From an optimization exercise on the open Yosys and OpenROAD flow, aimed at small area; shortcuts taken in it are not production practice. In this exercise RTL edits were held to simulation tests only and were not proved equivalent to the original. Power is estimated from default activity; no workload was simulated.

File: config.mk
export PLATFORM = sky130hd
export DESIGN_NAME = Smiley_Block_T
export DESIGN_NICKNAME = Smiley_Block_T
export VERILOG_FILES = /design/flow/design.v
export SDC_FILE = /design/flow/constraint.sdc
export NUM_CORES = 4
export LEC_CHECK = 0
export CAP_MARGIN = 20
export CORE_MARGIN = 2
export CORE_UTILIZATION = 65
export SLEW_MARGIN = 20
File: constraint.sdc
create_clock -name core_clock -period 8.0 [get_ports {clk}]
set_input_delay 1.6000 -clock core_clock [delete_from_list [all_inputs] [get_ports {clk}]]
set_output_delay 1.6000 -clock core_clock [all_outputs]
set_load 0.01 [all_outputs]
File: design.v
module	Smiley_Block_T	(
					input	logic	clk,
					input	logic	resetN,
					input	logic	startOfFrame,
					input	logic	[10:0] pixelX,
					input	logic	[10:0] pixelY,
					input	logic	collision,
					input	logic	up_key,
					input	logic	down_key,
					input	logic	right_key,
					input	logic	left_key,
					output	logic	smileyDR,
					output	logic	[7:0] smileyRGB,
					output	logic	move,
					output	logic	[10:0] topLeftX,
					output	logic	[10:0] topLeftY
);
localparam logic [2:0] IDLE0 = 3'd0, IDLE1 = 3'd1, MOVE = 3'd2, WAITF = 3'd3,
                       PCHG = 3'd4, PLIM = 3'd5;
logic [2:0]  state, state_n;
logic [15:1] xpos, xpos_n;       
logic [14:0] ypos, ypos_n;       
logic [15:6] xpos_h;             
logic [5:1]  xpos_l;             
logic [14:6] ypos_h;
logic [5:0]  ypos_l;
assign xpos = {xpos_h, xpos_l};
assign ypos = {ypos_h, ypos_l};
logic        xnz, xneg, ynz, yneg;       
logic        xnz_n, xneg_n, ynz_n, yneg_n;
logic [1:0]  dir, dir_n;         
logic        inbox;              
logic [4:0]  offx, offy;         
logic [1:0]  rgb1, rgb;          
logic [3:0]  hit1, hit;          
logic        started;            
assign started = (state != IDLE0);
logic [15:1] xadd;
logic [14:0] yadd;
logic        xlo, xhi, ylo, yhi;
always_comb begin
	xadd = '0;
	yadd = '0;
	if (state == PCHG) begin
		if (xnz) xadd = xneg ? -15'sd20 : 15'sd20;
		if (ynz) yadd = yneg ? -15'sd40 : 15'sd40;
	end else if (state == MOVE && collision) begin
		if (hit[3])      xadd = -15'sd1;
		else if (hit[2]) xadd = 15'sd1;
		if (hit[1])      yadd = -15'sd2;
		else if (hit[0]) yadd = 15'sd2;
	end
end
assign xlo = (xpos[15:7] == 9'd0);                                   
assign xhi = xpos[15] & (&xpos[11:8]) & xpos[6] & (|xpos[5:1]);      
assign ylo = (ypos[14:7] == 8'd0);                                   
assign yhi = ypos[14] & ypos[13] & (&ypos[10:8]) & ypos[6] & (|ypos[5:0]);  
always_comb begin
	state_n = state;
	xpos_n  = xpos + xadd;
	ypos_n  = ypos + yadd;
	xnz_n = xnz; xneg_n = xneg; ynz_n = ynz; yneg_n = yneg;
	dir_n = dir;
	case (state)
	IDLE0, IDLE1: begin
		xpos_n[8]   = 1'b1;
		xpos_n[5:1] = 5'b01100;
		ypos_n[7]   = 1'b1;
		ypos_n[5:0] = 6'b111001;
		xnz_n = 1'b1; xneg_n = 1'b0; ynz_n = 1'b1; yneg_n = 1'b0;
		state_n = startOfFrame ? MOVE : IDLE1;
	end
	MOVE: begin
		if (up_key) begin
			ynz_n = 1'b1; yneg_n = 1'b1; xnz_n = 1'b0; dir_n = 2'd0;
		end else if (down_key) begin
			ynz_n = 1'b1; yneg_n = 1'b0; xnz_n = 1'b0; dir_n = 2'd1;
		end else if (right_key) begin
			xnz_n = 1'b1; xneg_n = 1'b0; ynz_n = 1'b0; dir_n = 2'd2;
		end else if (left_key) begin
			xnz_n = 1'b1; xneg_n = 1'b1; ynz_n = 1'b0; dir_n = 2'd3;
		end
		if (collision) begin
			xnz_n = 1'b0; ynz_n = 1'b0;
			state_n = WAITF;
		end
		if (startOfFrame) state_n = PCHG;
	end
	WAITF: if (startOfFrame) state_n = PCHG;
	PCHG: state_n = PLIM;
	PLIM: begin
		if (xlo) begin xpos_n[7:1] = 7'b1000000; xneg_n = 1'b0; end    
		if (xhi) begin xpos_n[5:1] = 5'b00000;   xneg_n = 1'b1; end    
		if (ylo) begin ypos_n[7:0] = 8'b10000000; yneg_n = 1'b0; end   
		if (yhi) begin ypos_n[5:0] = 6'b000000;  yneg_n = 1'b1; end    
		state_n = MOVE;
	end
	default: state_n = IDLE0;
	endcase
end
always_ff @(posedge clk or negedge resetN)
	if (!resetN) begin
		state <= IDLE0;
		dir   <= 2'd0;
		xpos_h <= '0;
		ypos_h <= '0;
	end else begin
		state <= state_n;
		dir   <= dir_n;
		xpos_h <= xpos_n[15:6];
		ypos_h <= ypos_n[14:6];
	end
always_ff @(posedge clk) begin
	xpos_l <= xpos_n[5:1];
	ypos_l <= ypos_n[5:0];
	xnz <= xnz_n; xneg <= xneg_n; ynz <= ynz_n; yneg <= yneg_n;
end
assign topLeftX = {1'b0, xpos[15:6]};
assign topLeftY = {2'b0, ypos[14:6]};
assign move     = started & (xnz | ynz);
logic [11:0] dx, dy;
assign dx = {pixelX[10], pixelX} - {2'b0, xpos[15:6]};
assign dy = {pixelY[10], pixelY} - {3'b0, ypos[14:6]};
assign inbox = (dx[11:5] == 7'd0) && (dy[11:5] == 7'd0);
assign offx = dx[4:0];
assign offy = dy[4:0];
logic [4:0] row, col;
always_comb begin
	case (dir_n)
	2'd0: begin row = offx; col = ~offy; end
	2'd1: begin row = offx; col = offy;  end
	2'd2: begin row = offy; col = offx;  end
	default: begin row = offy; col = ~offx; end
	endcase
end
logic [3:0] u, v;
assign u = row[3:0] ^ {4{~row[4]}};
assign v = col[3:0] ^ {4{~col[4]}};
logic [1:0] pix;    
always_comb
	case ({row[4], col[4], u, v})
	10'd255: pix = 2'd3;
	10'd254: pix = 2'd3;
	10'd253: pix = 2'd3;
	10'd252: pix = 2'd3;
	10'd251: pix = 2'd3;
	10'd250: pix = 2'd3;
	10'd249: pix = 2'd3;
	10'd248: pix = 2'd3;
	10'd247: pix = 2'd3;
	10'd246: pix = 2'd3;
	10'd245: pix = 2'd3;
	10'd244: pix = 2'd3;
	10'd243: pix = 2'd3;
	10'd242: pix = 2'd3;
	10'd241: pix = 2'd0;
	10'd240: pix = 2'd0;
	10'd496: pix = 2'd0;
	10'd497: pix = 2'd0;
	10'd498: pix = 2'd0;
	10'd499: pix = 2'd2;
	10'd500: pix = 2'd3;
	10'd501: pix = 2'd3;
	10'd502: pix = 2'd3;
	10'd503: pix = 2'd3;
	10'd504: pix = 2'd3;
	10'd505: pix = 2'd3;
	10'd506: pix = 2'd3;
	10'd507: pix = 2'd3;
	10'd508: pix = 2'd3;
	10'd509: pix = 2'd3;
	10'd510: pix = 2'd3;
	10'd511: pix = 2'd3;
	10'd239: pix = 2'd3;
	10'd238: pix = 2'd3;
	10'd237: pix = 2'd3;
	10'd236: pix = 2'd3;
	10'd235: pix = 2'd3;
	10'd234: pix = 2'd3;
	10'd233: pix = 2'd3;
	10'd232: pix = 2'd3;
	10'd231: pix = 2'd3;
	10'd230: pix = 2'd3;
	10'd229: pix = 2'd2;
	10'd228: pix = 2'd0;
	10'd227: pix = 2'd0;
	10'd226: pix = 2'd0;
	10'd225: pix = 2'd0;
	10'd224: pix = 2'd0;
	10'd480: pix = 2'd0;
	10'd481: pix = 2'd0;
	10'd482: pix = 2'd0;
	10'd483: pix = 2'd0;
	10'd484: pix = 2'd0;
	10'd485: pix = 2'd0;
	10'd486: pix = 2'd0;
	10'd487: pix = 2'd3;
	10'd488: pix = 2'd3;
	10'd489: pix = 2'd3;
	10'd490: pix = 2'd3;
	10'd491: pix = 2'd3;
	10'd492: pix = 2'd3;
	10'd493: pix = 2'd3;
	10'd494: pix = 2'd3;
	10'd495: pix = 2'd3;
	10'd223: pix = 2'd3;
	10'd222: pix = 2'd3;
	10'd221: pix = 2'd3;
	10'd220: pix = 2'd3;
	10'd219: pix = 2'd3;
	10'd218: pix = 2'd3;
	10'd217: pix = 2'd3;
	10'd216: pix = 2'd3;
	10'd215: pix = 2'd0;
	10'd214: pix = 2'd0;
	10'd213: pix = 2'd0;
	10'd212: pix = 2'd0;
	10'd211: pix = 2'd0;
	10'd210: pix = 2'd0;
	10'd209: pix = 2'd0;
	10'd208: pix = 2'd0;
	10'd464: pix = 2'd0;
	10'd465: pix = 2'd0;
	10'd466: pix = 2'd0;
	10'd467: pix = 2'd0;
	10'd468: pix = 2'd0;
	10'd469: pix = 2'd0;
	10'd470: pix = 2'd0;
	10'd471: pix = 2'd0;
	10'd472: pix = 2'd0;
	10'd473: pix = 2'd3;
	10'd474: pix = 2'd3;
	10'd475: pix = 2'd3;
	10'd476: pix = 2'd3;
	10'd477: pix = 2'd3;
	10'd478: pix = 2'd3;
	10'd479: pix = 2'd3;
	10'd207: pix = 2'd3;
	10'd206: pix = 2'd3;
	10'd205: pix = 2'd3;
	10'd204: pix = 2'd3;
	10'd203: pix = 2'd3;
	10'd202: pix = 2'd3;
	10'd201: pix = 2'd3;
	10'd200: pix = 2'd0;
	10'd199: pix = 2'd0;
	10'd198: pix = 2'd0;
	10'd197: pix = 2'd0;
	10'd196: pix = 2'd0;
	10'd195: pix = 2'd0;
	10'd194: pix = 2'd0;
	10'd193: pix = 2'd0;
	10'd192: pix = 2'd0;
	10'd448: pix = 2'd0;
	10'd449: pix = 2'd0;
	10'd450: pix = 2'd0;
	10'd451: pix = 2'd0;
	10'd452: pix = 2'd0;
	10'd453: pix = 2'd0;
	10'd454: pix = 2'd0;
	10'd455: pix = 2'd0;
	10'd456: pix = 2'd0;
	10'd457: pix = 2'd0;
	10'd458: pix = 2'd0;
	10'd459: pix = 2'd3;
	10'd460: pix = 2'd3;
	10'd461: pix = 2'd3;
	10'd462: pix = 2'd3;
	10'd463: pix = 2'd3;
	10'd191: pix = 2'd3;
	10'd190: pix = 2'd3;
	10'd189: pix = 2'd3;
	10'd188: pix = 2'd3;
	10'd187: pix = 2'd3;
	10'd186: pix = 2'd1;
	10'd185: pix = 2'd0;
	10'd184: pix = 2'd0;
	10'd183: pix = 2'd0;
	10'd182: pix = 2'd0;
	10'd181: pix = 2'd0;
	10'd180: pix = 2'd0;
	10'd179: pix = 2'd0;
	10'd178: pix = 2'd0;
	10'd177: pix = 2'd0;
	10'd176: pix = 2'd0;
	10'd432: pix = 2'd0;
	10'd433: pix = 2'd0;
	10'd434: pix = 2'd0;
	10'd435: pix = 2'd0;
	10'd436: pix = 2'd0;
	10'd437: pix = 2'd0;
	10'd438: pix = 2'd0;
	10'd439: pix = 2'd0;
	10'd440: pix = 2'd0;
	10'd441: pix = 2'd0;
	10'd442: pix = 2'd0;
	10'd443: pix = 2'd0;
	10'd444: pix = 2'd3;
	10'd445: pix = 2'd3;
	10'd446: pix = 2'd3;
	10'd447: pix = 2'd3;
	10'd175: pix = 2'd3;
	10'd174: pix = 2'd3;
	10'd173: pix = 2'd3;
	10'd172: pix = 2'd3;
	10'd171: pix = 2'd1;
	10'd170: pix = 2'd0;
	10'd169: pix = 2'd0;
	10'd168: pix = 2'd0;
	10'd167: pix = 2'd0;
	10'd166: pix = 2'd0;
	10'd165: pix = 2'd0;
	10'd164: pix = 2'd0;
	10'd163: pix = 2'd0;
	10'd162: pix = 2'd0;
	10'd161: pix = 2'd0;
	10'd160: pix = 2'd0;
	10'd416: pix = 2'd0;
	10'd417: pix = 2'd0;
	10'd418: pix = 2'd0;
	10'd419: pix = 2'd0;
	10'd420: pix = 2'd0;
	10'd421: pix = 2'd0;
	10'd422: pix = 2'd0;
	10'd423: pix = 2'd0;
	10'd424: pix = 2'd0;
	10'd425: pix = 2'd0;
	10'd426: pix = 2'd0;
	10'd427: pix = 2'd0;
	10'd428: pix = 2'd0;
	10'd429: pix = 2'd3;
	10'd430: pix = 2'd3;
	10'd431: pix = 2'd3;
	10'd159: pix = 2'd3;
	10'd158: pix = 2'd3;
	10'd157: pix = 2'd3;
	10'd156: pix = 2'd3;
	10'd155: pix = 2'd0;
	10'd154: pix = 2'd0;
	10'd153: pix = 2'd0;
	10'd152: pix = 2'd0;
	10'd151: pix = 2'd0;
	10'd150: pix = 2'd0;
	10'd149: pix = 2'd0;
	10'd148: pix = 2'd0;
	10'd147: pix = 2'd0;
	10'd146: pix = 2'd0;
	10'd145: pix = 2'd0;
	10'd144: pix = 2'd0;
	10'd400: pix = 2'd0;
	10'd401: pix = 2'd0;
	10'd402: pix = 2'd0;
	10'd403: pix = 2'd0;
	10'd404: pix = 2'd0;
	10'd405: pix = 2'd0;
	10'd406: pix = 2'd0;
	10'd407: pix = 2'd0;
	10'd408: pix = 2'd0;
	10'd409: pix = 2'd0;
	10'd410: pix = 2'd0;
	10'd411: pix = 2'd0;
	10'd412: pix = 2'd0;
	10'd413: pix = 2'd0;
	10'd414: pix = 2'd3;
	10'd415: pix = 2'd3;
	10'd143: pix = 2'd3;
	10'd142: pix = 2'd3;
	10'd141: pix = 2'd3;
	10'd140: pix = 2'd0;
	10'd139: pix = 2'd0;
	10'd138: pix = 2'd0;
	10'd137: pix = 2'd0;
	10'd136: pix = 2'd0;
	10'd135: pix = 2'd0;
	10'd134: pix = 2'd0;
	10'd133: pix = 2'd0;
	10'd132: pix = 2'd0;
	10'd131: pix = 2'd0;
	10'd130: pix = 2'd0;
	10'd129: pix = 2'd0;
	10'd128: pix = 2'd0;
	10'd384: pix = 2'd0;
	10'd385: pix = 2'd0;
	10'd386: pix = 2'd0;
	10'd387: pix = 2'd0;
	10'd388: pix = 2'd0;
	10'd389: pix = 2'd0;
	10'd390: pix = 2'd0;
	10'd391: pix = 2'd0;
	10'd392: pix = 2'd0;
	10'd393: pix = 2'd0;
	10'd394: pix = 2'd0;
	10'd395: pix = 2'd0;
	10'd396: pix = 2'd0;
	10'd397: pix = 2'd0;
	10'd398: pix = 2'd0;
	10'd399: pix = 2'd3;
	10'd127: pix = 2'd3;
	10'd126: pix = 2'd3;
	10'd125: pix = 2'd0;
	10'd124: pix = 2'd0;
	10'd123: pix = 2'd0;
	10'd122: pix = 2'd0;
	10'd121: pix = 2'd0;
	10'd120: pix = 2'd0;
	10'd119: pix = 2'd0;
	10'd118: pix = 2'd0;
	10'd117: pix = 2'd0;
	10'd116: pix = 2'd0;
	10'd115: pix = 2'd0;
	10'd114: pix = 2'd0;
	10'd113: pix = 2'd0;
	10'd112: pix = 2'd0;
	10'd368: pix = 2'd0;
	10'd369: pix = 2'd0;
	10'd370: pix = 2'd0;
	10'd371: pix = 2'd0;
	10'd372: pix = 2'd0;
	10'd373: pix = 2'd0;
	10'd374: pix = 2'd0;
	10'd375: pix = 2'd0;
	10'd376: pix = 2'd0;
	10'd377: pix = 2'd0;
	10'd378: pix = 2'd0;
	10'd379: pix = 2'd0;
	10'd380: pix = 2'd0;
	10'd381: pix = 2'd0;
	10'd382: pix = 2'd0;
	10'd383: pix = 2'd3;
	10'd111: pix = 2'd3;
	10'd110: pix = 2'd3;
	10'd109: pix = 2'd0;
	10'd108: pix = 2'd0;
	10'd107: pix = 2'd0;
	10'd106: pix = 2'd0;
	10'd105: pix = 2'd0;
	10'd104: pix = 2'd0;
	10'd103: pix = 2'd0;
	10'd102: pix = 2'd0;
	10'd101: pix = 2'd0;
	10'd100: pix = 2'd0;
	10'd99: pix = 2'd0;
	10'd98: pix = 2'd0;
	10'd97: pix = 2'd0;
	10'd96: pix = 2'd0;
	10'd352: pix = 2'd0;
	10'd353: pix = 2'd0;
	10'd354: pix = 2'd0;
	10'd355: pix = 2'd0;
	10'd356: pix = 2'd0;
	10'd357: pix = 2'd0;
	10'd358: pix = 2'd0;
	10'd359: pix = 2'd0;
	10'd360: pix = 2'd0;
	10'd361: pix = 2'd0;
	10'd362: pix = 2'd0;
	10'd363: pix = 2'd0;
	10'd364: pix = 2'd0;
	10'd365: pix = 2'd0;
	10'd366: pix = 2'd1;
	10'd367: pix = 2'd3;
	10'd95: pix = 2'd3;
	10'd94: pix = 2'd0;
	10'd93: pix = 2'd0;
	10'd92: pix = 2'd0;
	10'd91: pix = 2'd0;
	10'd90: pix = 2'd0;
	10'd89: pix = 2'd0;
	10'd88: pix = 2'd0;
	10'd87: pix = 2'd0;
	10'd86: pix = 2'd0;
	10'd85: pix = 2'd0;
	10'd84: pix = 2'd0;
	10'd83: pix = 2'd0;
	10'd82: pix = 2'd0;
	10'd81: pix = 2'd0;
	10'd80: pix = 2'd0;
	10'd336: pix = 2'd0;
	10'd337: pix = 2'd0;
	10'd338: pix = 2'd0;
	10'd339: pix = 2'd0;
	10'd340: pix = 2'd0;
	10'd341: pix = 2'd0;
	10'd342: pix = 2'd0;
	10'd343: pix = 2'd0;
	10'd344: pix = 2'd0;
	10'd345: pix = 2'd0;
	10'd346: pix = 2'd0;
	10'd347: pix = 2'd0;
	10'd348: pix = 2'd1;
	10'd349: pix = 2'd3;
	10'd350: pix = 2'd3;
	10'd351: pix = 2'd3;
	10'd79: pix = 2'd3;
	10'd78: pix = 2'd0;
	10'd77: pix = 2'd0;
	10'd76: pix = 2'd0;
	10'd75: pix = 2'd0;
	10'd74: pix = 2'd0;
	10'd73: pix = 2'd0;
	10'd72: pix = 2'd0;
	10'd71: pix = 2'd0;
	10'd70: pix = 2'd0;
	10'd69: pix = 2'd0;
	10'd68: pix = 2'd0;
	10'd67: pix = 2'd0;
	10'd66: pix = 2'd0;
	10'd65: pix = 2'd0;
	10'd64: pix = 2'd0;
	10'd320: pix = 2'd0;
	10'd321: pix = 2'd0;
	10'd322: pix = 2'd0;
	10'd323: pix = 2'd0;
	10'd324: pix = 2'd0;
	10'd325: pix = 2'd0;
	10'd326: pix = 2'd0;
	10'd327: pix = 2'd0;
	10'd328: pix = 2'd0;
	10'd329: pix = 2'd0;
	10'd330: pix = 2'd3;
	10'd331: pix = 2'd3;
	10'd332: pix = 2'd3;
	10'd333: pix = 2'd3;
	10'd334: pix = 2'd3;
	10'd335: pix = 2'd3;
	10'd63: pix = 2'd3;
	10'd62: pix = 2'd0;
	10'd61: pix = 2'd0;
	10'd60: pix = 2'd0;
	10'd59: pix = 2'd0;
	10'd58: pix = 2'd0;
	10'd57: pix = 2'd0;
	10'd56: pix = 2'd0;
	10'd55: pix = 2'd0;
	10'd54: pix = 2'd0;
	10'd53: pix = 2'd0;
	10'd52: pix = 2'd0;
	10'd51: pix = 2'd0;
	10'd50: pix = 2'd0;
	10'd49: pix = 2'd0;
	10'd48: pix = 2'd0;
	10'd304: pix = 2'd0;
	10'd305: pix = 2'd0;
	10'd306: pix = 2'd0;
	10'd307: pix = 2'd0;
	10'd308: pix = 2'd0;
	10'd309: pix = 2'd0;
	10'd310: pix = 2'd0;
	10'd311: pix = 2'd0;
	10'd312: pix = 2'd3;
	10'd313: pix = 2'd3;
	10'd314: pix = 2'd3;
	10'd315: pix = 2'd3;
	10'd316: pix = 2'd3;
	10'd317: pix = 2'd3;
	10'd318: pix = 2'd3;
	10'd319: pix = 2'd3;
	10'd47: pix = 2'd0;
	10'd46: pix = 2'd0;
	10'd45: pix = 2'd0;
	10'd44: pix = 2'd0;
	10'd43: pix = 2'd0;
	10'd42: pix = 2'd0;
	10'd41: pix = 2'd0;
	10'd40: pix = 2'd0;
	10'd39: pix = 2'd0;
	10'd38: pix = 2'd0;
	10'd37: pix = 2'd0;
	10'd36: pix = 2'd0;
	10'd35: pix = 2'd0;
	10'd34: pix = 2'd0;
	10'd33: pix = 2'd0;
	10'd32: pix = 2'd0;
	10'd288: pix = 2'd0;
	10'd289: pix = 2'd0;
	10'd290: pix = 2'd0;
	10'd291: pix = 2'd0;
	10'd292: pix = 2'd0;
	10'd293: pix = 2'd0;
	10'd294: pix = 2'd3;
	10'd295: pix = 2'd3;
	10'd296: pix = 2'd3;
	10'd297: pix = 2'd3;
	10'd298: pix = 2'd3;
	10'd299: pix = 2'd3;
	10'd300: pix = 2'd3;
	10'd301: pix = 2'd3;
	10'd302: pix = 2'd3;
	10'd303: pix = 2'd3;
	10'd31: pix = 2'd0;
	10'd30: pix = 2'd0;
	10'd29: pix = 2'd0;
	10'd28: pix = 2'd0;
	10'd27: pix = 2'd0;
	10'd26: pix = 2'd0;
	10'd25: pix = 2'd0;
	10'd24: pix = 2'd0;
	10'd23: pix = 2'd0;
	10'd22: pix = 2'd0;
	10'd21: pix = 2'd0;
	10'd20: pix = 2'd0;
	10'd19: pix = 2'd0;
	10'd18: pix = 2'd0;
	10'd17: pix = 2'd0;
	10'd16: pix = 2'd0;
	10'd272: pix = 2'd0;
	10'd273: pix = 2'd0;
	10'd274: pix = 2'd0;
	10'd275: pix = 2'd0;
	10'd276: pix = 2'd3;
	10'd277: pix = 2'd3;
	10'd278: pix = 2'd3;
	10'd279: pix = 2'd3;
	10'd280: pix = 2'd3;
	10'd281: pix = 2'd3;
	10'd282: pix = 2'd3;
	10'd283: pix = 2'd3;
	10'd284: pix = 2'd3;
	10'd285: pix = 2'd3;
	10'd286: pix = 2'd3;
	10'd287: pix = 2'd3;
	10'd15: pix = 2'd0;
	10'd14: pix = 2'd0;
	10'd13: pix = 2'd0;
	10'd12: pix = 2'd0;
	10'd11: pix = 2'd0;
	10'd10: pix = 2'd0;
	10'd9: pix = 2'd0;
	10'd8: pix = 2'd0;
	10'd7: pix = 2'd0;
	10'd6: pix = 2'd0;
	10'd5: pix = 2'd0;
	10'd4: pix = 2'd0;
	10'd3: pix = 2'd0;
	10'd2: pix = 2'd0;
	10'd1: pix = 2'd0;
	10'd0: pix = 2'd0;
	10'd256: pix = 2'd0;
	10'd257: pix = 2'd0;
	10'd258: pix = 2'd3;
	10'd259: pix = 2'd3;
	10'd260: pix = 2'd3;
	10'd261: pix = 2'd3;
	10'd262: pix = 2'd3;
	10'd263: pix = 2'd3;
	10'd264: pix = 2'd3;
	10'd265: pix = 2'd3;
	10'd266: pix = 2'd3;
	10'd267: pix = 2'd3;
	10'd268: pix = 2'd3;
	10'd269: pix = 2'd3;
	10'd270: pix = 2'd3;
	10'd271: pix = 2'd3;
	10'd527: pix = 2'd0;
	10'd526: pix = 2'd0;
	10'd525: pix = 2'd0;
	10'd524: pix = 2'd0;
	10'd523: pix = 2'd0;
	10'd522: pix = 2'd0;
	10'd521: pix = 2'd0;
	10'd520: pix = 2'd0;
	10'd519: pix = 2'd0;
	10'd518: pix = 2'd0;
	10'd517: pix = 2'd0;
	10'd516: pix = 2'd0;
	10'd515: pix = 2'd0;
	10'd514: pix = 2'd0;
	10'd513: pix = 2'd0;
	10'd512: pix = 2'd0;
	10'd768: pix = 2'd0;
	10'd769: pix = 2'd0;
	10'd770: pix = 2'd3;
	10'd771: pix = 2'd3;
	10'd772: pix = 2'd3;
	10'd773: pix = 2'd3;
	10'd774: pix = 2'd3;
	10'd775: pix = 2'd3;
	10'd776: pix = 2'd3;
	10'd777: pix = 2'd3;
	10'd778: pix = 2'd3;
	10'd779: pix = 2'd3;
	10'd780: pix = 2'd3;
	10'd781: pix = 2'd3;
	10'd782: pix = 2'd3;
	10'd783: pix = 2'd3;
	10'd543: pix = 2'd0;
	10'd542: pix = 2'd0;
	10'd541: pix = 2'd0;
	10'd540: pix = 2'd0;
	10'd539: pix = 2'd0;
	10'd538: pix = 2'd0;
	10'd537: pix = 2'd0;
	10'd536: pix = 2'd0;
	10'd535: pix = 2'd0;
	10'd534: pix = 2'd0;
	10'd533: pix = 2'd0;
	10'd532: pix = 2'd0;
	10'd531: pix = 2'd0;
	10'd530: pix = 2'd0;
	10'd529: pix = 2'd0;
	10'd528: pix = 2'd0;
	10'd784: pix = 2'd0;
	10'd785: pix = 2'd0;
	10'd786: pix = 2'd0;
	10'd787: pix = 2'd0;
	10'd788: pix = 2'd3;
	10'd789: pix = 2'd3;
	10'd790: pix = 2'd3;
	10'd791: pix = 2'd3;
	10'd792: pix = 2'd3;
	10'd793: pix = 2'd3;
	10'd794: pix = 2'd3;
	10'd795: pix = 2'd3;
	10'd796: pix = 2'd3;
	10'd797: pix = 2'd3;
	10'd798: pix = 2'd3;
	10'd799: pix = 2'd3;
	10'd559: pix = 2'd0;
	10'd558: pix = 2'd0;
	10'd557: pix = 2'd0;
	10'd556: pix = 2'd0;
	10'd555: pix = 2'd0;
	10'd554: pix = 2'd0;
	10'd553: pix = 2'd0;
	10'd552: pix = 2'd0;
	10'd551: pix = 2'd0;
	10'd550: pix = 2'd0;
	10'd549: pix = 2'd0;
	10'd548: pix = 2'd0;
	10'd547: pix = 2'd0;
	10'd546: pix = 2'd0;
	10'd545: pix = 2'd0;
	10'd544: pix = 2'd0;
	10'd800: pix = 2'd0;
	10'd801: pix = 2'd0;
	10'd802: pix = 2'd0;
	10'd803: pix = 2'd0;
	10'd804: pix = 2'd0;
	10'd805: pix = 2'd0;
	10'd806: pix = 2'd3;
	10'd807: pix = 2'd3;
	10'd808: pix = 2'd3;
	10'd809: pix = 2'd3;
	10'd810: pix = 2'd3;
	10'd811: pix = 2'd3;
	10'd812: pix = 2'd3;
	10'd813: pix = 2'd3;
	10'd814: pix = 2'd3;
	10'd815: pix = 2'd3;
	10'd575: pix = 2'd3;
	10'd574: pix = 2'd0;
	10'd573: pix = 2'd0;
	10'd572: pix = 2'd0;
	10'd571: pix = 2'd0;
	10'd570: pix = 2'd0;
	10'd569: pix = 2'd0;
	10'd568: pix = 2'd0;
	10'd567: pix = 2'd0;
	10'd566: pix = 2'd0;
	10'd565: pix = 2'd0;
	10'd564: pix = 2'd0;
	10'd563: pix = 2'd0;
	10'd562: pix = 2'd0;
	10'd561: pix = 2'd0;
	10'd560: pix = 2'd0;
	10'd816: pix = 2'd0;
	10'd817: pix = 2'd0;
	10'd818: pix = 2'd0;
	10'd819: pix = 2'd0;
	10'd820: pix = 2'd0;
	10'd821: pix = 2'd0;
	10'd822: pix = 2'd0;
	10'd823: pix = 2'd0;
	10'd824: pix = 2'd3;
	10'd825: pix = 2'd3;
	10'd826: pix = 2'd3;
	10'd827: pix = 2'd3;
	10'd828: pix = 2'd3;
	10'd829: pix = 2'd3;
	10'd830: pix = 2'd3;
	10'd831: pix = 2'd3;
	10'd591: pix = 2'd3;
	10'd590: pix = 2'd0;
	10'd589: pix = 2'd0;
	10'd588: pix = 2'd0;
	10'd587: pix = 2'd0;
	10'd586: pix = 2'd0;
	10'd585: pix = 2'd0;
	10'd584: pix = 2'd0;
	10'd583: pix = 2'd0;
	10'd582: pix = 2'd0;
	10'd581: pix = 2'd0;
	10'd580: pix = 2'd0;
	10'd579: pix = 2'd0;
	10'd578: pix = 2'd0;
	10'd577: pix = 2'd0;
	10'd576: pix = 2'd0;
	10'd832: pix = 2'd0;
	10'd833: pix = 2'd0;
	10'd834: pix = 2'd0;
	10'd835: pix = 2'd0;
	10'd836: pix = 2'd0;
	10'd837: pix = 2'd0;
	10'd838: pix = 2'd0;
	10'd839: pix = 2'd0;
	10'd840: pix = 2'd0;
	10'd841: pix = 2'd0;
	10'd842: pix = 2'd3;
	10'd843: pix = 2'd3;
	10'd844: pix = 2'd3;
	10'd845: pix = 2'd3;
	10'd846: pix = 2'd3;
	10'd847: pix = 2'd3;
	10'd607: pix = 2'd3;
	10'd606: pix = 2'd0;
	10'd605: pix = 2'd0;
	10'd604: pix = 2'd0;
	10'd603: pix = 2'd0;
	10'd602: pix = 2'd0;
	10'd601: pix = 2'd0;
	10'd600: pix = 2'd0;
	10'd599: pix = 2'd0;
	10'd598: pix = 2'd0;
	10'd597: pix = 2'd0;
	10'd596: pix = 2'd0;
	10'd595: pix = 2'd0;
	10'd594: pix = 2'd0;
	10'd593: pix = 2'd0;
	10'd592: pix = 2'd0;
	10'd848: pix = 2'd0;
	10'd849: pix = 2'd0;
	10'd850: pix = 2'd0;
	10'd851: pix = 2'd0;
	10'd852: pix = 2'd0;
	10'd853: pix = 2'd0;
	10'd854: pix = 2'd0;
	10'd855: pix = 2'd0;
	10'd856: pix = 2'd0;
	10'd857: pix = 2'd0;
	10'd858: pix = 2'd0;
	10'd859: pix = 2'd0;
	10'd860: pix = 2'd3;
	10'd861: pix = 2'd3;
	10'd862: pix = 2'd3;
	10'd863: pix = 2'd3;
	10'd623: pix = 2'd3;
	10'd622: pix = 2'd3;
	10'd621: pix = 2'd0;
	10'd620: pix = 2'd0;
	10'd619: pix = 2'd0;
	10'd618: pix = 2'd0;
	10'd617: pix = 2'd0;
	10'd616: pix = 2'd0;
	10'd615: pix = 2'd0;
	10'd614: pix = 2'd0;
	10'd613: pix = 2'd0;
	10'd612: pix = 2'd0;
	10'd611: pix = 2'd0;
	10'd610: pix = 2'd0;
	10'd609: pix = 2'd0;
	10'd608: pix = 2'd0;
	10'd864: pix = 2'd0;
	10'd865: pix = 2'd0;
	10'd866: pix = 2'd0;
	10'd867: pix = 2'd0;
	10'd868: pix = 2'd0;
	10'd869: pix = 2'd0;
	10'd870: pix = 2'd0;
	10'd871: pix = 2'd0;
	10'd872: pix = 2'd0;
	10'd873: pix = 2'd0;
	10'd874: pix = 2'd0;
	10'd875: pix = 2'd0;
	10'd876: pix = 2'd0;
	10'd877: pix = 2'd0;
	10'd878: pix = 2'd3;
	10'd879: pix = 2'd3;
	10'd639: pix = 2'd3;
	10'd638: pix = 2'd3;
	10'd637: pix = 2'd0;
	10'd636: pix = 2'd0;
	10'd635: pix = 2'd0;
	10'd634: pix = 2'd0;
	10'd633: pix = 2'd0;
	10'd632: pix = 2'd0;
	10'd631: pix = 2'd0;
	10'd630: pix = 2'd0;
	10'd629: pix = 2'd0;
	10'd628: pix = 2'd0;
	10'd627: pix = 2'd0;
	10'd626: pix = 2'd0;
	10'd625: pix = 2'd0;
	10'd624: pix = 2'd0;
	10'd880: pix = 2'd0;
	10'd881: pix = 2'd0;
	10'd882: pix = 2'd0;
	10'd883: pix = 2'd0;
	10'd884: pix = 2'd0;
	10'd885: pix = 2'd0;
	10'd886: pix = 2'd0;
	10'd887: pix = 2'd0;
	10'd888: pix = 2'd0;
	10'd889: pix = 2'd0;
	10'd890: pix = 2'd0;
	10'd891: pix = 2'd0;
	10'd892: pix = 2'd0;
	10'd893: pix = 2'd0;
	10'd894: pix = 2'd0;
	10'd895: pix = 2'd3;
	10'd655: pix = 2'd3;
	10'd654: pix = 2'd3;
	10'd653: pix = 2'd3;
	10'd652: pix = 2'd0;
	10'd651: pix = 2'd0;
	10'd650: pix = 2'd0;
	10'd649: pix = 2'd0;
	10'd648: pix = 2'd0;
	10'd647: pix = 2'd0;
	10'd646: pix = 2'd0;
	10'd645: pix = 2'd0;
	10'd644: pix = 2'd0;
	10'd643: pix = 2'd0;
	10'd642: pix = 2'd0;
	10'd641: pix = 2'd0;
	10'd640: pix = 2'd0;
	10'd896: pix = 2'd0;
	10'd897: pix = 2'd0;
	10'd898: pix = 2'd0;
	10'd899: pix = 2'd0;
	10'd900: pix = 2'd0;
	10'd901: pix = 2'd0;
	10'd902: pix = 2'd0;
	10'd903: pix = 2'd0;
	10'd904: pix = 2'd0;
	10'd905: pix = 2'd0;
	10'd906: pix = 2'd0;
	10'd907: pix = 2'd0;
	10'd908: pix = 2'd0;
	10'd909: pix = 2'd0;
	10'd910: pix = 2'd0;
	10'd911: pix = 2'd3;
	10'd671: pix = 2'd3;
	10'd670: pix = 2'd3;
	10'd669: pix = 2'd3;
	10'd668: pix = 2'd1;
	10'd667: pix = 2'd0;
	10'd666: pix = 2'd0;
	10'd665: pix = 2'd0;
	10'd664: pix = 2'd0;
	10'd663: pix = 2'd0;
	10'd662: pix = 2'd0;
	10'd661: pix = 2'd0;
	10'd660: pix = 2'd0;
	10'd659: pix = 2'd0;
	10'd658: pix = 2'd0;
	10'd657: pix = 2'd0;
	10'd656: pix = 2'd0;
	10'd912: pix = 2'd0;
	10'd913: pix = 2'd0;
	10'd914: pix = 2'd0;
	10'd915: pix = 2'd0;
	10'd916: pix = 2'd0;
	10'd917: pix = 2'd0;
	10'd918: pix = 2'd0;
	10'd919: pix = 2'd0;
	10'd920: pix = 2'd0;
	10'd921: pix = 2'd0;
	10'd922: pix = 2'd0;
	10'd923: pix = 2'd0;
	10'd924: pix = 2'd0;
	10'd925: pix = 2'd0;
	10'd926: pix = 2'd3;
	10'd927: pix = 2'd3;
	10'd687: pix = 2'd3;
	10'd686: pix = 2'd3;
	10'd685: pix = 2'd3;
	10'd684: pix = 2'd3;
	10'd683: pix = 2'd0;
	10'd682: pix = 2'd0;
	10'd681: pix = 2'd0;
	10'd680: pix = 2'd0;
	10'd679: pix = 2'd0;
	10'd678: pix = 2'd0;
	10'd677: pix = 2'd0;
	10'd676: pix = 2'd0;
	10'd675: pix = 2'd0;
	10'd674: pix = 2'd0;
	10'd673: pix = 2'd0;
	10'd672: pix = 2'd0;
	10'd928: pix = 2'd0;
	10'd929: pix = 2'd0;
	10'd930: pix = 2'd0;
	10'd931: pix = 2'd0;
	10'd932: pix = 2'd0;
	10'd933: pix = 2'd0;
	10'd934: pix = 2'd0;
	10'd935: pix = 2'd0;
	10'd936: pix = 2'd0;
	10'd937: pix = 2'd0;
	10'd938: pix = 2'd0;
	10'd939: pix = 2'd0;
	10'd940: pix = 2'd0;
	10'd941: pix = 2'd3;
	10'd942: pix = 2'd3;
	10'd943: pix = 2'd3;
	10'd703: pix = 2'd3;
	10'd702: pix = 2'd3;
	10'd701: pix = 2'd3;
	10'd700: pix = 2'd3;
	10'd699: pix = 2'd3;
	10'd698: pix = 2'd0;
	10'd697: pix = 2'd0;
	10'd696: pix = 2'd0;
	10'd695: pix = 2'd0;
	10'd694: pix = 2'd0;
	10'd693: pix = 2'd0;
	10'd692: pix = 2'd0;
	10'd691: pix = 2'd0;
	10'd690: pix = 2'd0;
	10'd689: pix = 2'd0;
	10'd688: pix = 2'd0;
	10'd944: pix = 2'd0;
	10'd945: pix = 2'd0;
	10'd946: pix = 2'd0;
	10'd947: pix = 2'd0;
	10'd948: pix = 2'd0;
	10'd949: pix = 2'd0;
	10'd950: pix = 2'd0;
	10'd951: pix = 2'd0;
	10'd952: pix = 2'd0;
	10'd953: pix = 2'd0;
	10'd954: pix = 2'd0;
	10'd955: pix = 2'd0;
	10'd956: pix = 2'd3;
	10'd957: pix = 2'd3;
	10'd958: pix = 2'd3;
	10'd959: pix = 2'd3;
	10'd719: pix = 2'd3;
	10'd718: pix = 2'd3;
	10'd717: pix = 2'd3;
	10'd716: pix = 2'd3;
	10'd715: pix = 2'd3;
	10'd714: pix = 2'd3;
	10'd713: pix = 2'd3;
	10'd712: pix = 2'd0;
	10'd711: pix = 2'd0;
	10'd710: pix = 2'd0;
	10'd709: pix = 2'd0;
	10'd708: pix = 2'd0;
	10'd707: pix = 2'd0;
	10'd706: pix = 2'd0;
	10'd705: pix = 2'd0;
	10'd704: pix = 2'd0;
	10'd960: pix = 2'd0;
	10'd961: pix = 2'd0;
	10'd962: pix = 2'd0;
	10'd963: pix = 2'd0;
	10'd964: pix = 2'd0;
	10'd965: pix = 2'd0;
	10'd966: pix = 2'd0;
	10'd967: pix = 2'd0;
	10'd968: pix = 2'd0;
	10'd969: pix = 2'd0;
	10'd970: pix = 2'd0;
	10'd971: pix = 2'd3;
	10'd972: pix = 2'd3;
	10'd973: pix = 2'd3;
	10'd974: pix = 2'd3;
	10'd975: pix = 2'd3;
	10'd735: pix = 2'd3;
	10'd734: pix = 2'd3;
	10'd733: pix = 2'd3;
	10'd732: pix = 2'd3;
	10'd731: pix = 2'd3;
	10'd730: pix = 2'd3;
	10'd729: pix = 2'd3;
	10'd728: pix = 2'd3;
	10'd727: pix = 2'd0;
	10'd726: pix = 2'd0;
	10'd725: pix = 2'd0;
	10'd724: pix = 2'd0;
	10'd723: pix = 2'd0;
	10'd722: pix = 2'd0;
	10'd721: pix = 2'd0;
	10'd720: pix = 2'd0;
	10'd976: pix = 2'd0;
	10'd977: pix = 2'd0;
	10'd978: pix = 2'd0;
	10'd979: pix = 2'd0;
	10'd980: pix = 2'd0;
	10'd981: pix = 2'd0;
	10'd982: pix = 2'd0;
	10'd983: pix = 2'd0;
	10'd984: pix = 2'd0;
	10'd985: pix = 2'd3;
	10'd986: pix = 2'd3;
	10'd987: pix = 2'd3;
	10'd988: pix = 2'd3;
	10'd989: pix = 2'd3;
	10'd990: pix = 2'd3;
	10'd991: pix = 2'd3;
	10'd751: pix = 2'd3;
	10'd750: pix = 2'd3;
	10'd749: pix = 2'd3;
	10'd748: pix = 2'd3;
	10'd747: pix = 2'd3;
	10'd746: pix = 2'd3;
	10'd745: pix = 2'd3;
	10'd744: pix = 2'd3;
	10'd743: pix = 2'd3;
	10'd742: pix = 2'd3;
	10'd741: pix = 2'd0;
	10'd740: pix = 2'd0;
	10'd739: pix = 2'd0;
	10'd738: pix = 2'd0;
	10'd737: pix = 2'd0;
	10'd736: pix = 2'd0;
	10'd992: pix = 2'd0;
	10'd993: pix = 2'd0;
	10'd994: pix = 2'd0;
	10'd995: pix = 2'd0;
	10'd996: pix = 2'd0;
	10'd997: pix = 2'd0;
	10'd998: pix = 2'd0;
	10'd999: pix = 2'd3;
	10'd1000: pix = 2'd3;
	10'd1001: pix = 2'd3;
	10'd1002: pix = 2'd3;
	10'd1003: pix = 2'd3;
	10'd1004: pix = 2'd3;
	10'd1005: pix = 2'd3;
	10'd1006: pix = 2'd3;
	10'd1007: pix = 2'd3;
	10'd767: pix = 2'd3;
	10'd766: pix = 2'd3;
	10'd765: pix = 2'd3;
	10'd764: pix = 2'd3;
	10'd763: pix = 2'd3;
	10'd762: pix = 2'd3;
	10'd761: pix = 2'd3;
	10'd760: pix = 2'd3;
	10'd759: pix = 2'd3;
	10'd758: pix = 2'd3;
	10'd757: pix = 2'd3;
	10'd756: pix = 2'd3;
	10'd755: pix = 2'd3;
	10'd754: pix = 2'd1;
	10'd753: pix = 2'd0;
	10'd752: pix = 2'd0;
	10'd1008: pix = 2'd0;
	10'd1009: pix = 2'd0;
	10'd1010: pix = 2'd0;
	10'd1011: pix = 2'd0;
	10'd1012: pix = 2'd3;
	10'd1013: pix = 2'd3;
	10'd1014: pix = 2'd3;
	10'd1015: pix = 2'd3;
	10'd1016: pix = 2'd3;
	10'd1017: pix = 2'd3;
	10'd1018: pix = 2'd3;
	10'd1019: pix = 2'd3;
	10'd1020: pix = 2'd3;
	10'd1021: pix = 2'd3;
	10'd1022: pix = 2'd3;
	10'd1023: pix = 2'd3;
	endcase
logic [3:0] hit_lut;
always_comb begin
	case ({offy[4:3], offx[4:3]})
	4'h0: hit_lut = 4'hC; 4'h1: hit_lut = 4'h4; 4'h2: hit_lut = 4'h4; 4'h3: hit_lut = 4'h6;
	4'h4: hit_lut = 4'h8; 4'h5: hit_lut = 4'hC; 4'h6: hit_lut = 4'h6; 4'h7: hit_lut = 4'h2;
	4'h8: hit_lut = 4'h8; 4'h9: hit_lut = 4'h9; 4'hA: hit_lut = 4'h3; 4'hB: hit_lut = 4'h2;
	4'hC: hit_lut = 4'h9; 4'hD: hit_lut = 4'h1; 4'hE: hit_lut = 4'h1; default: hit_lut = 4'h3;
	endcase
end
always_ff @(posedge clk or negedge resetN)
	if (!resetN) begin
		rgb1 <= 2'b11;
		hit1 <= 4'h0;
		rgb  <= 2'b00;
	end else begin
		rgb1 <= inbox ? pix : 2'b11;
		hit1 <= inbox ? {hit_lut[1], hit_lut[3] & ~hit_lut[1], hit_lut[0], hit_lut[2] & ~hit_lut[0]} : 4'h0;
		rgb  <= rgb1;
	end
always_ff @(posedge clk)
	hit <= hit1;
assign smileyRGB = {{6{started}}, rgb};
assign smileyDR  = ~(started & rgb[1] & rgb[0]);
endmodule
File: flow/run.sh
#!/bin/bash
# Own layout flow: the standard layout (standard.sh), with two changes:
#  - synthesis maps the logic with an area-oriented ABC script (flow/area.abc)
#    and without adder-cell extraction; registers are mapped as in the
#    standard synthesis (flow/synth_area.tcl sources synth_recipe.tcl's steps);
#  - port buffers use the smallest buffer cell (buf_1);
#  - clock tree synthesis without dummy loads, from the smaller clock buffers.
# Each tool's output is in orfs/logs; make's own output is in flow_make.log.
set -euo pipefail
W=$(pwd)
export AREA_ABC_SCRIPT=$W/flow/area.abc
bash standard.sh SYNTH_SCRIPT=$W/flow/synth_area.tcl \
  "BUFFER_PORTS_ARGS=-buffer_cell sky130_fd_sc_hd__buf_1" \
  "CTS_ARGS=-repair_clock_nets -dont_use_dummy_load -buf_list {sky130_fd_sc_hd__clkbuf_16}" \
  finish > $W/flow_make.log 2>&1
File: flow/area.abc
strash
&get -n
&deepsyn -J 50 -T 120 -S 1
&put
dch -f
amap
topo
File: flow/synth_area.tcl
# The standard flow's synthesis (synth_recipe.tcl) with an area-oriented ABC script in place of
# ORFS's, and without the full/half adder cell extraction. Registers are
# mapped exactly as in the standard synthesis (ABC only remaps the logic).
proc synth {args} { yosys synth -nofsm -noshare {*}$args }
proc extract_fa {args} { }
proc abc {args} {
  set i [lsearch -exact $args -script]
  if { $i >= 0 } { set args [lreplace $args $i [expr {$i + 1}] -script $::env(AREA_ABC_SCRIPT)] }
  set i [lsearch -exact $args -D]
  if { $i >= 0 } { set args [lreplace $args $i [expr {$i + 1}]] }
  yosys abc {*}$args
}
source $::env(SCRIPTS_DIR)/synth.tcl
# left out here: clear keep_hierarchy, flatten, clean up, hide names made inside functions, write 1_2_yosys.v
File: standard.sh
#!/bin/bash
# synth_recipe.tcl (not shown) runs the flow's synth.tcl, then flattens the netlist and writes it again
# the make line also repeats each setting of config.mk as NAME=value (left out here)
make -C /OpenROAD-flow-scripts/flow DESIGN_CONFIG=/design/flow/config.mk WORK_HOME=/design/flow/orfs CLKGATE_MAP_FILE= SYNTH_SCRIPT=/design/flow/synth_recipe.tcl "${@:-finish}"
==> results of run 1 <==
## final cells by class
cell class                      count  area, µm²  share of cell area
Multi-Input combinational cell    366       1850               0.494
Timing Repair Buffer               58        219              0.0584
Tap cell                           70       87.6              0.0234
Sequential cell                    51       1230               0.329
Inverter                           62        233              0.0621
Clock buffer                        5        125              0.0334
## flip-flops by register name, indices dropped and copies added (netlist names), 2 cells and up
| register | cells |
|---|---|
| xpos_h | 10 |
| rgb | 2 |
| state | 3 |
| xpos_l | 5 |
| ypos_l | 6 |
| hit | 4 |
| ypos_h | 9 |
| dir | 2 |
| hit1 | 4 |
| rgb1 | 2 |
## metrics by stage
step           instances  worst slack [ns]  power, µW  instance area [µm²]  hold WS [ns]
4_1_cts              612              1.81       1680                 3750         0.335
6_report             612              1.63       1710                 3750         0.337
5_1_grt              612              1.15       1860                 3750         0.341
3_3_place_gp         607              1.97       1430                 3620         0.329
3_5_place_dp         607              1.52       1480                 3620         0.327
2_1_floorplan        507              2.56       1290                 3530         0.324
## report_power, final
part	total [µW]	switching, µW	internal (µW)
Sequential	410	72.3	338
Combinational	1100	757	344
Clock	194	83.2	111
Total	1710	913	793
## worst reg2reg max path, delay by kind of cell, from the launching register on
| kind | cells | cell delay (ns) |
|---|---|---|
| buffers and inverters | 5 | 1.24 |
| flip-flops | 1 | 0.45 |
| AO/OA/AOI/OAI | 11 | 3.10 |
| AND/OR/NAND/NOR | 5 | 0.95 |
## path summary, 6_finish.rpt
check,to,slack (ns)
min in group asynchronous,state[1],1.41
worst min register to register,hit[2],0.34
max in group asynchronous,rgb[0],6.03
worst min-delay path,hit[2],0.34
worst max-delay path,rgb1[1],1.63
worst max register to register,rgb1[1],2.15
## per-layer routing
metal,track usage,share of wire,routed length [µm],vias up
met2,0.522,0.51,4410,146
met5,0,0,0,-
met4,0.0821,0.014,125,0
met3,0.0384,0.051,441,16
met1,0.341,0.43,3740,1658
li1,-,-,-,1829
## layout by cell type (no fill, tap or decap), types with 3 or more instances in the layout
cell       count
o21a_1         7
a21oi_1       46
nand4_1        4
nand3_1       12
nor3_1        13
o211ai_1       3
dfrtp_1       30
buf_1         57
dfxtp_1       14
or4_1          3
or2_0          4
a211oi_1       8
nor2b_1        5
o31ai_1        5
o21ai_0       51
nor2_1        93
clkinv_1      62
o22ai_1       15
clkbuf_16      5
edfxtp_1       5
nand2_1       55
a31oi_1        6
a221oi_1       3
conb_1         3
nor4_1         5
o221ai_1       4
## cell families after synthesis
kind of cell,Yosys count,synth area share
compound gates,166,0.285
buf+inv,90,0.126
flops,51,0.351
other cells,1,0.00107
simple gates,197,0.237
==> impl_metrics.csv, run 1 <==
group,metric,value,unit
route,drt_first_iter_violations,284,
cts,cts_max_level,2,
route,wirelength,8720,µm
outcome,status,"finished clean",
setup_path,reg2reg_from,"state[2]",
final_layout,antennaDiodeCount,0,
die,die_h,77.6,µm
synthesis,synth_commonest_cells,"nor2_1 (93), clkinv_1 (62), nand2_1 (55), o21ai_0 (51), a21oi_1 (46)",
route,wl_per_cell,14.2,µm
setup_path,critPathTopFamily,"compound AO/OA/AOI/OAI gates",
setup_path,path_buf_inv,5,
timing,drv_slew,0,
final_layout,area_growth,6.51,%
global_route,grt_remaining_overflow,0,
synthesis,async_flop_share,0.627,
timing,slew_headroom,0.371,
placement,hpwl,6790,µm
synthesis,ys_seq_elements,51,
setup_path,cpPeakStageDelay,0.73,ns
synthesis,synth.top_cell.area_share,0.213,
cts,cts_tree,"built",
setup_path,startpoint_type,"input port",
final_layout,fin_nets,574,
synthesis,yosys.area.top_type,"dfrtp_1",
setup_path,cp_data_required_time,8.16,ns
timing,setup_tns,0,ns
synthesis,synth.most_common_cell,"nor2_1",
run,drv_cap,0,
route,ant_nets,0,
timing,fin_worst_skew,0.0150,ns
setup_path,cp_slowest_cell,"a21oi_1",
setup_path,crit_chain,"buf_1 -> nor2_1 -> nor2_1 -> a21oi_1 -> clkinv_1 -> o22ai_1 -> clkinv_1 -> o21ai_0 -> clkinv_1 -> or2_0 -> a21oi_1 -> nor2_1 -> a21oi_1 -> o31a_1 -> a31oi_1 -> nor3_1 -> o41ai_1 -> clkinv_1 -> a211oi_1 -> o311ai_0",
synthesis,yosysSeqAreaShare,0.351,
setup_path,crit_path_frequent_cell,"clkinv_1",
cts,clock_path_buffers,2,
setup_path,crit_cells,20,
die,start_util,0.680,
synthesis,ys_top_cells_by_area,"dfrtp_1 (21%), nor2_1 (9.9%), dfxtp_1 (8.0%)",
power,p_per_area,455,nW/µm²
min_path,hold_start,"hit1[2]",
final_layout,num-fill-cells,434,
global_route,grt_pass1_vias,3158,
global_route,grtUsageTotal,0.283,
route,vias,3649,
route,via_per_inst,5.96,
timing,rsz0062_at_grt,"no",
die,num_io_pins,62,
cts,numCtsBuffers,5,
setup_path,cp-startpoint,"up_key",
die,fp-row-count,26,
timing,min_period,6.37,ns
timing,worst_pin_slew,0.944,ns
setup_path,ff2ff_path_depth,21,
setup_path,path_max_fanout,13,
min_path,hold_class,"flop to flop",
cts,root_buffer,"clkbuf_16",
cts,postCtsSetupRepairBufs,0,
cts,clkTransAtPathRegs,0.06,ns
placement,portBuffers,58,
die,fp.dieW,77.6,µm
global_route,grt_first_pass_wirelength,13800,µm
synthesis,yosys.cell_types.count,40,
synthesis,yosys_warnings,1,
synthesis,synth-main-ff-cell,"dfrtp_1",
cts,cts_resized,0,
setup_path,crit_arrival,6.53,ns
final_layout,drive_gt1_frac,0.0148,
timing,finalCritPeriodShare,0.796,
die,core_area,5170,µm²
cts,cts-hold-fix-buffers,0,
route,first_pass_iters,5,
cts,clk-insertion-delay-late,0.29,ns
setup_path,crit_type,"input port to flop",
timing,finalSetupViolations,0,
synthesis,syn_avg_cell_area,6.97,µm²
synthesis,syn_inst,505,
placement,gp_congestion,0.975,
route,drc,0,
cts,clock_sinks,51,
power,leakage,0.00136,µW
min_path,hold_depth,0,
final_layout,final_util,0.725,
global_route,antenna_found_initial,0,
setup_path,endpoint_kind,"flop",
power,ir_worst_vdd,0.000452,V
timing,hold_viol_final,0,
synthesis,netlist_area,3520,µm²
synthesis,synth_edf_count,5,
global_route,grt_max_degree,33,
die,dieArea,6020,µm²
timing,fmax,157,MHz
==> run 2: changes to the inputs <==
--- a/flow/run.sh
+++ b/flow/run.sh
@@ -11,5 +11,5 @@
 export AREA_ABC_SCRIPT=$W/flow/area.abc
 bash standard.sh SYNTH_SCRIPT=$W/flow/synth_area.tcl \
   "BUFFER_PORTS_ARGS=-buffer_cell sky130_fd_sc_hd__buf_1" \
-  "CTS_ARGS=-repair_clock_nets -dont_use_dummy_load -buf_list {sky130_fd_sc_hd__clkbuf_16}" \
+  "CTS_ARGS=-sink_clustering_enable -sink_clustering_levels 1 -sink_clustering_size 60 -sink_clustering_max_diameter 400 -repair_clock_nets -dont_use_dummy_load -buf_list {sky130_fd_sc_hd__clkbuf_8 sky130_fd_sc_hd__clkbuf_16}" \
   finish > $W/flow_make.log 2>&1
==> impl_metrics.csv, run 2 <==
group,metric,value,unit
final_layout,drive_gt1_frac,0.0148,
global_route,antenna_found_initial,0,
final_layout,area_growth,4.91,%
timing,min_period,6.37,ns
cts,clock_path_buffers,2,
synthesis,syn_inst,505,
route,ant_nets,0,
timing,worst_pin_slew,0.960,ns
final_layout,layout_common_cells,"nor2_1 (93), clkinv_1 (62), buf_1 (57), nand2_1 (55), o21ai_0 (51)",
timing,drv_slew,0,
cts,clkTransAtPathRegs,0.09,ns
die,fp-row-count,26,
global_route,grt_pass1_vias,3135,
global_route,grtUsageTotal,0.279,
final_layout,num-fill-cells,452,
min_path,hold_depth,0,
cts,cts_tree,"built",
setup_path,timing.rr.end,"rgb1[1]",
cts,clock_sinks,51,
synthesis,yosys_warnings,1,
cts,numCtsBuffers,5,
timing,fin_worst_skew,0.0227,ns
die,fp.dieW,77.6,µm
synthesis,netlist_area,3520,µm²
synthesis,synth_commonest_cells,"nor2_1 (93), clkinv_1 (62), nand2_1 (55), o21ai_0 (51), a21oi_1 (46)",
setup_path,cp_slowest_cell,"a21oi_1",
timing,finalCritPeriodShare,0.796,
timing,fmax,157,MHz
cts,root_buffer,"clkbuf_8",
final_layout,reg_top3,"xpos_h x10, ypos_h x9, ypos_l x6",
route,first_pass_iters,5,
route,wirelength,8580,µm
cts,cts-hold-fix-buffers,0,
final_layout,largest_reg_flops,10,
die,start_util,0.680,
setup_path,cp_data_required_time,8.17,ns
timing,rsz0062_at_grt,"no",
final_layout,top_register,"xpos_h",
power,p_per_area,445,nW/µm²
cts,postCtsSetupRepairBufs,0,
final_layout,fin_nets,574,
synthesis,syn_avg_cell_area,6.97,µm²
timing,timing.hold.ws,0.327,ns
setup_path,startpoint_type,"input port",
die,num_io_pins,62,
die,core_area,5170,µm²
global_route,grt_first_pass_wirelength,13600,µm
setup_path,ff2ff_path_depth,21,
power,ir_worst_vdd,0.000431,V
route,drt_first_iter_violations,244,
timing,setup_tns,0,ns
placement,gp_congestion,0.975,
setup_path,crit_type,"input port to flop",
global_route,grt_remaining_overflow,0,
setup_path,cpPeakStageDelay,0.74,ns
placement,hpwl,6790,µm
outcome,status,"finished clean",
synthesis,yosys.area.top_type,"dfrtp_1",
placement,portBuffers,58,
timing,worst_slack,1.63,ns
synthesis,synth_edf_count,5,
final_layout,antennaDiodeCount,0,
final_layout,multi_input_area,1850,µm²
synthesis,ys_top_cells_by_area,"dfrtp_1 (21%), nor2_1 (9.9%), dfxtp_1 (8.0%)",
setup_path,path_max_fanout,13,
route,vias,3628,
min_path,hold_start,"hit1[1]",
synthesis,ys_seq_elements,51,
setup_path,endpoint_kind,"flop",
route,drc,0,
synthesis,synth.most_common_cell,"nor2_1",
route,via_per_inst,5.93,
placement,dp_cells,607,
power,power.total,1640,µW
timing,hold_viol_final,0,
die,dieArea,6020,µm²
cts,cts_max_level,2,
die,die_h,77.6,µm
final_layout,regArea,1230,µm²
setup_path,crit_chain,"buf_1 -> nor2_1 -> nor2_1 -> a21oi_1 -> clkinv_1 -> o22ai_1 -> clkinv_1 -> o21ai_0 -> clkinv_1 -> or2_0 -> a21oi_1 -> nor2_1 -> a21oi_1 -> o31a_1 -> a31oi_1 -> nor3_1 -> o41ai_1 -> clkinv_1 -> a211oi_1 -> o311ai_0",
global_route,grt_max_degree,33,
synthesis,yosysSeqAreaShare,0.351,
timing,finalSetupViolations,0,
timing,slew_headroom,0.360,
cts,clk-insertion-delay-late,0.30,ns
setup_path,crit_arrival,6.54,ns
final_layout,fin_cells,612,
setup_path,crit_path_frequent_cell,"clkinv_1",
synthesis,synth-main-ff-cell,"dfrtp_1",
final_layout,layout_commonest_cell,"nor2_1",
min_path,hold_class,"flop to flop",
route,wl_per_cell,14.0,µm
synthesis,async_flop_share,0.627,
placement,place_ws,1.52,ns
cts,cts_resized,0,
power,leakage,0.00134,µW
synthesis,yosys.cell_types.count,40,
setup_path,reg2reg_from,"state[2]",
synthesis,synth.top_cell.area_share,0.213,
setup_path,rrSetupSlack,2.11,ns
run,drv_cap,0,
min_path,worst_hold_path.endpoint,"hit[1]",
-- run 2: worst max path at each step --
stage / slack (ns) / endpoint / start / cells after the start
finish: 1.63 / rgb1[1] / up_key / 20
global route: 1.17 / rgb1[1] / up_key / 20
CTS: 1.82 / rgb1[1] / up_key / 20
detailed placement: 1.52 / rgb1[1] / up_key / 20
global placement: 1.97 / rgb1[1] / up_key / 20
floorplan: 2.56 / rgb1[1] / up_key / 19
-- run 2: metal layers --
metal | share of wire | up-vias | wire length (µm) | global-route usage
met4 | 0.015 | 0 | 129 | 0.0875
met1 | 0.44 | 1625 | 3750 | 0.345
met3 | 0.055 | 21 | 469 | 0.0419
met2 | 0.49 | 157 | 4230 | 0.498
met5 | 0 | - | 0 | 0
li1 | - | 1825 | - | -
-- run 2: metrics by stage --
| step | util | cell area, µm² |
|---|---|---|
| final | 0.714 | 3690 |
| after floorplan | - | 3530 |
| after global placement | 0.701 | 3620 |
| after global routing | 0.714 | 3690 |
| after CTS | 0.714 | 3690 |
| after detailed placement | 0.701 | 3620 |
-- run 2: cell type report --
cell class | count | area share
Multi-Input combinational cell | 366 | 0.501
Timing Repair Buffer | 58 | 0.0593
Inverter | 62 | 0.0630
Tap cell | 70 | 0.0237
Clock buffer | 5 | 0.0186
Sequential cell | 51 | 0.334
-- run 2: where the power goes --
| part | total, µW | internal, µW | switching, µW |
|---|---|---|---|
| clock network | 133 | 56.6 | 75.9 |
| logic | 1100 | 344 | 754 |
| registers | 410 | 337 | 72.9 |
-- run 2: worst max-delay path, delay by kind of cell --
| family | cells | cell delay [ns] |
|---|---|---|
| and+or+nand+nor | 5 | 0.89 |
| AOI/OAI and AO/OA | 10 | 2.81 |
| buffers and inverters | 5 | 1.24 |
-- run 2: logic make-up after synthesis --
family	after synthesis	share of synthesized area
compound gates	166	0.285
flops	51	0.351
other cells	1	0.00107
simple gates	197	0.237
buf+inv	90	0.126
==> run 3: changes to the inputs <==
--- a/flow/run.sh
+++ b/flow/run.sh
@@ -11,5 +11,5 @@
 export AREA_ABC_SCRIPT=$W/flow/area.abc
 bash standard.sh SYNTH_SCRIPT=$W/flow/synth_area.tcl \
   "BUFFER_PORTS_ARGS=-buffer_cell sky130_fd_sc_hd__buf_1" \
-  "CTS_ARGS=-sink_clustering_enable -sink_clustering_levels 1 -sink_clustering_size 60 -sink_clustering_max_diameter 400 -repair_clock_nets -dont_use_dummy_load -buf_list {sky130_fd_sc_hd__clkbuf_8 sky130_fd_sc_hd__clkbuf_16}" \
+  "CTS_ARGS=-sink_clustering_enable -repair_clock_nets -dont_use_dummy_load -buf_list {sky130_fd_sc_hd__clkbuf_4 sky130_fd_sc_hd__clkbuf_8}" \
   finish > $W/flow_make.log 2>&1
--- a/config.mk
+++ b/config.mk
@@ -7,5 +7,5 @@
 export LEC_CHECK = 0
 export CAP_MARGIN = 20
 export CORE_MARGIN = 2
-export CORE_UTILIZATION = 65
+export CORE_UTILIZATION = 50
 export SLEW_MARGIN = 20
==> impl_metrics.csv, run 3 <==
group,metric,value,unit
timing,finalCritPeriodShare,0.784,
placement,place_area,3660,µm²
die,start_util,0.518,
final_layout,layout_common_cells,"nor2_1 (93), clkinv_1 (62), buf_1 (57), nand2_1 (55), o21ai_0 (51)",
die,dieArea,7730,µm²
route,ant_nets,0,
global_route,grtUsageTotal,0.231,
cts,clock_path_buffers,2,
final_layout,drive_gt1_frac,0.0148,
power,p_per_area,437,nW/µm²
setup_path,crit_arrival,6.44,ns
power,ir_worst_vdd,0.000374,V
placement,gp_congestion,1.01,
power,switching_power,891,µW
synthesis,synth_commonest_cells,"nor2_1 (93), clkinv_1 (62), nand2_1 (55), o21ai_0 (51), a21oi_1 (46)",
route,via_per_inst,5.47,
timing,slew_headroom,0.369,
route,first_pass_iters,5,
die,fp-row-count,30,
timing,finalSetupViolations,0,
min_path,hold_depth,0,
run,drv_cap,0,
cts,clock_sinks,51,
route,wirelength,8540,µm
die,num_io_pins,62,
final_layout,regArea,1230,µm²
timing,worst_pin_slew,0.947,ns
global_route,grt_first_pass_wirelength,14200,µm
cts,cts_tree,"built",
power,pwr-share-seq,0.253,
setup_path,cp_data_required_time,8.17,ns
synthesis,synth.top_cell.area_share,0.213,
route,wl_per_cell,13.4,µm
synthesis,syn_inst,505,
cts,cts_max_level,2,
final_layout,num-fill-cells,675,
final_layout,antennaDiodeCount,0,
global_route,grt_max_degree,33,
cts,cts-hold-fix-buffers,0,
timing,setup_tns,0,ns
global_route,grt_pass1_vias,3080,
synthesis,ys_seq_elements,51,
placement,portBuffers,58,
route,drt_first_iter_violations,181,
final_layout,fin_nets,574,
timing,fin_worst_skew,0.0287,ns
setup_path,ff2ff_path_depth,21,
timing,timing.hold.ws,0.332,ns
synthesis,synth.most_common_cell,"nor2_1",
synthesis,syn_avg_cell_area,6.97,µm²
final_layout,top_register,"xpos_h",
min_path,hold_class,"flop to flop",
die,fp.dieW,87.9,µm
timing,rsz0062_at_grt,"no",
synthesis,yosys_warnings,1,
outcome,status,"finished clean",
route,drc,0,
final_layout,area_growth,5.83,%
power,p_sw_frac,0.547,
timing,hold_viol_final,0,
synthesis,yosysSeqAreaShare,0.351,
power,clkPwrFrac,0.082,
placement,dp_cells,633,
power,pwr-share-comb,0.665,
setup_path,path_max_fanout,13,
power,power.internal,738,µW
placement,hpwl,6870,µm
final_layout,multi_input_area,1850,µm²
setup_path,crit_type,"input port to flop",
final_layout,largest_reg_flops,10,
final_layout,reg_top3,"xpos_h x10, ypos_h x9, ypos_l x6",
setup_path,startpoint_type,"input port",
final_layout,finish.instance_area,3720,µm²
die,core_area,6790,µm²
synthesis,synth_edf_count,5,
final_layout,layout_commonest_cell,"nor2_1",
global_route,grt_remaining_overflow,0,
final_layout,fin_cells,638,
synthesis,yosys.cell_types.count,40,
synthesis,yosys.area.top_type,"dfrtp_1",
global_route,antenna_found_initial,0,
cts,cts_resized,0,
synthesis,synth-main-ff-cell,"dfrtp_1",
timing,drv_slew,0,
synthesis,ys_top_cells_by_area,"dfrtp_1 (21%), nor2_1 (9.9%), dfxtp_1 (8.0%)",
power,leakage,0.00134,µW
die,die_h,87.9,µm
cts,root_buffer,"clkbuf_8",
route,vias,3490,
timing,min_period,6.27,ns
setup_path,endpoint_kind,"flop",
timing,fmax,159,MHz
cts,numCtsBuffers,5,
synthesis,netlist_area,3520,µm²
synthesis,async_flop_share,0.627,
cts,postCtsSetupRepairBufs,0,
cts,clkTransAtPathRegs,0.08,ns
cts,clk-insertion-delay-late,0.31,ns
run 3: logic make-up (layout without fill, tap and decap cells):
family,count (synthesis),count (layout),share of synthesized area
and+or+nand+nor,197,197,0.237
AOI/OAI and AO/OA,166,166,0.285
buffers and inverters,90,125,0.126
DFF,51,51,0.351
other,1,3,0.00107
run 3: stage by stage:
stage	util	setup WS, ns	total power (µW)
after floorplan	-	2.56	1290
after global placement	0.538	1.84	1480
after detailed placement	0.538	1.57	1480
after CTS	0.548	1.85	1610
after global routing	0.548	1.18	1810
final	0.548	1.73	1630
run 3: path summary, 6_finish.rpt:
kind,start,endpoint,slack (ns)
worst max-delay path,up_key,rgb1[1],1.73
worst min-delay path,hit1[3],hit[3],0.33
worst max register to register,state[2],rgb1[1],2.18
worst min register to register,hit1[3],hit[3],0.33
max in group asynchronous,resetN,rgb[0],6.09
min in group asynchronous,resetN,hit1[0],1.38
run 3: area by class of cell:
class | instances | share of cell area
clock buffers | 5 | 0.0185
multi-input cells | 366 | 0.497
inverters | 62 | 0.0625
well taps | 96 | 0.0322
flip-flops and latches | 51 | 0.331
repair buffers | 58 | 0.0588
run 3: metal layers:
metal | GRT usage | wire (µm) | part of all wire
met5 | 0 | 0 | 0
met4 | 0.0448 | 82 | 0.0096
met3 | 0.0358 | 392 | 0.046
met2 | 0.386 | 3980 | 0.47
met1 | 0.320 | 4080 | 0.48
run 3: power groups by stage:
stage                     sequential [µW]  combinational (µW)  clock [µW]
after global placement                414                1060           0
final                                 412                1080         134
after global routing                  424                1240         151
after floorplan                       396                 889           0
after detailed placement              415                1060           0
after CTS                             410                1060         139
run 3: critical path, stage by stage:
cell,delay [ns]
buf_1,0.11
nor2_1,0.21
nor2_1,0.09
a21oi_1,0.74
clkinv_1,0.46
o22ai_1,0.46
clkinv_1,0.23
o21ai_0,0.47
clkinv_1,0.33
or2_0,0.32
a21oi_1,0.14
nor2_1,0.06
a21oi_1,0.16
o31a_1,0.16
a31oi_1,0.07
nor3_1,0.21
o41ai_1,0.12
clkinv_1,0.08
a211oi_1,0.04
o311ai_0,0.36

[static timing again, ports no longer ideal]
How much do the figures lean on ideal ports? The routed layouts below were timed once more, with nothing changed but the port constraints. Step 1 assumes that a clkbuf_16 drives the clock port and a buf_2 every other input. Step 2 also shifts input and output timing later by t, the mid clock arrival at the registers, as if the neighbouring blocks saw the same clock. a / b / c = ideal / step 1 / step 2; a / b = the first two.
| run | t (ns) | setup slack, ns | pins driven straight from the clock port |
|---|---|---|---|
| run 1 | 0.315 | 1.631 / 1.646 / 1.331 | 1 |
| run 2 | 0.317 | 1.628 / 1.636 / 1.320 | 1 |
| run 3 | 0.323 | 1.728 / 1.738 / 1.416 | 1 |
After both steps setup and hold are still met in every run listed. The setup slack of run 3, which loses most, moves by +0.010 ns with the drivers and by -0.312 ns with both steps.
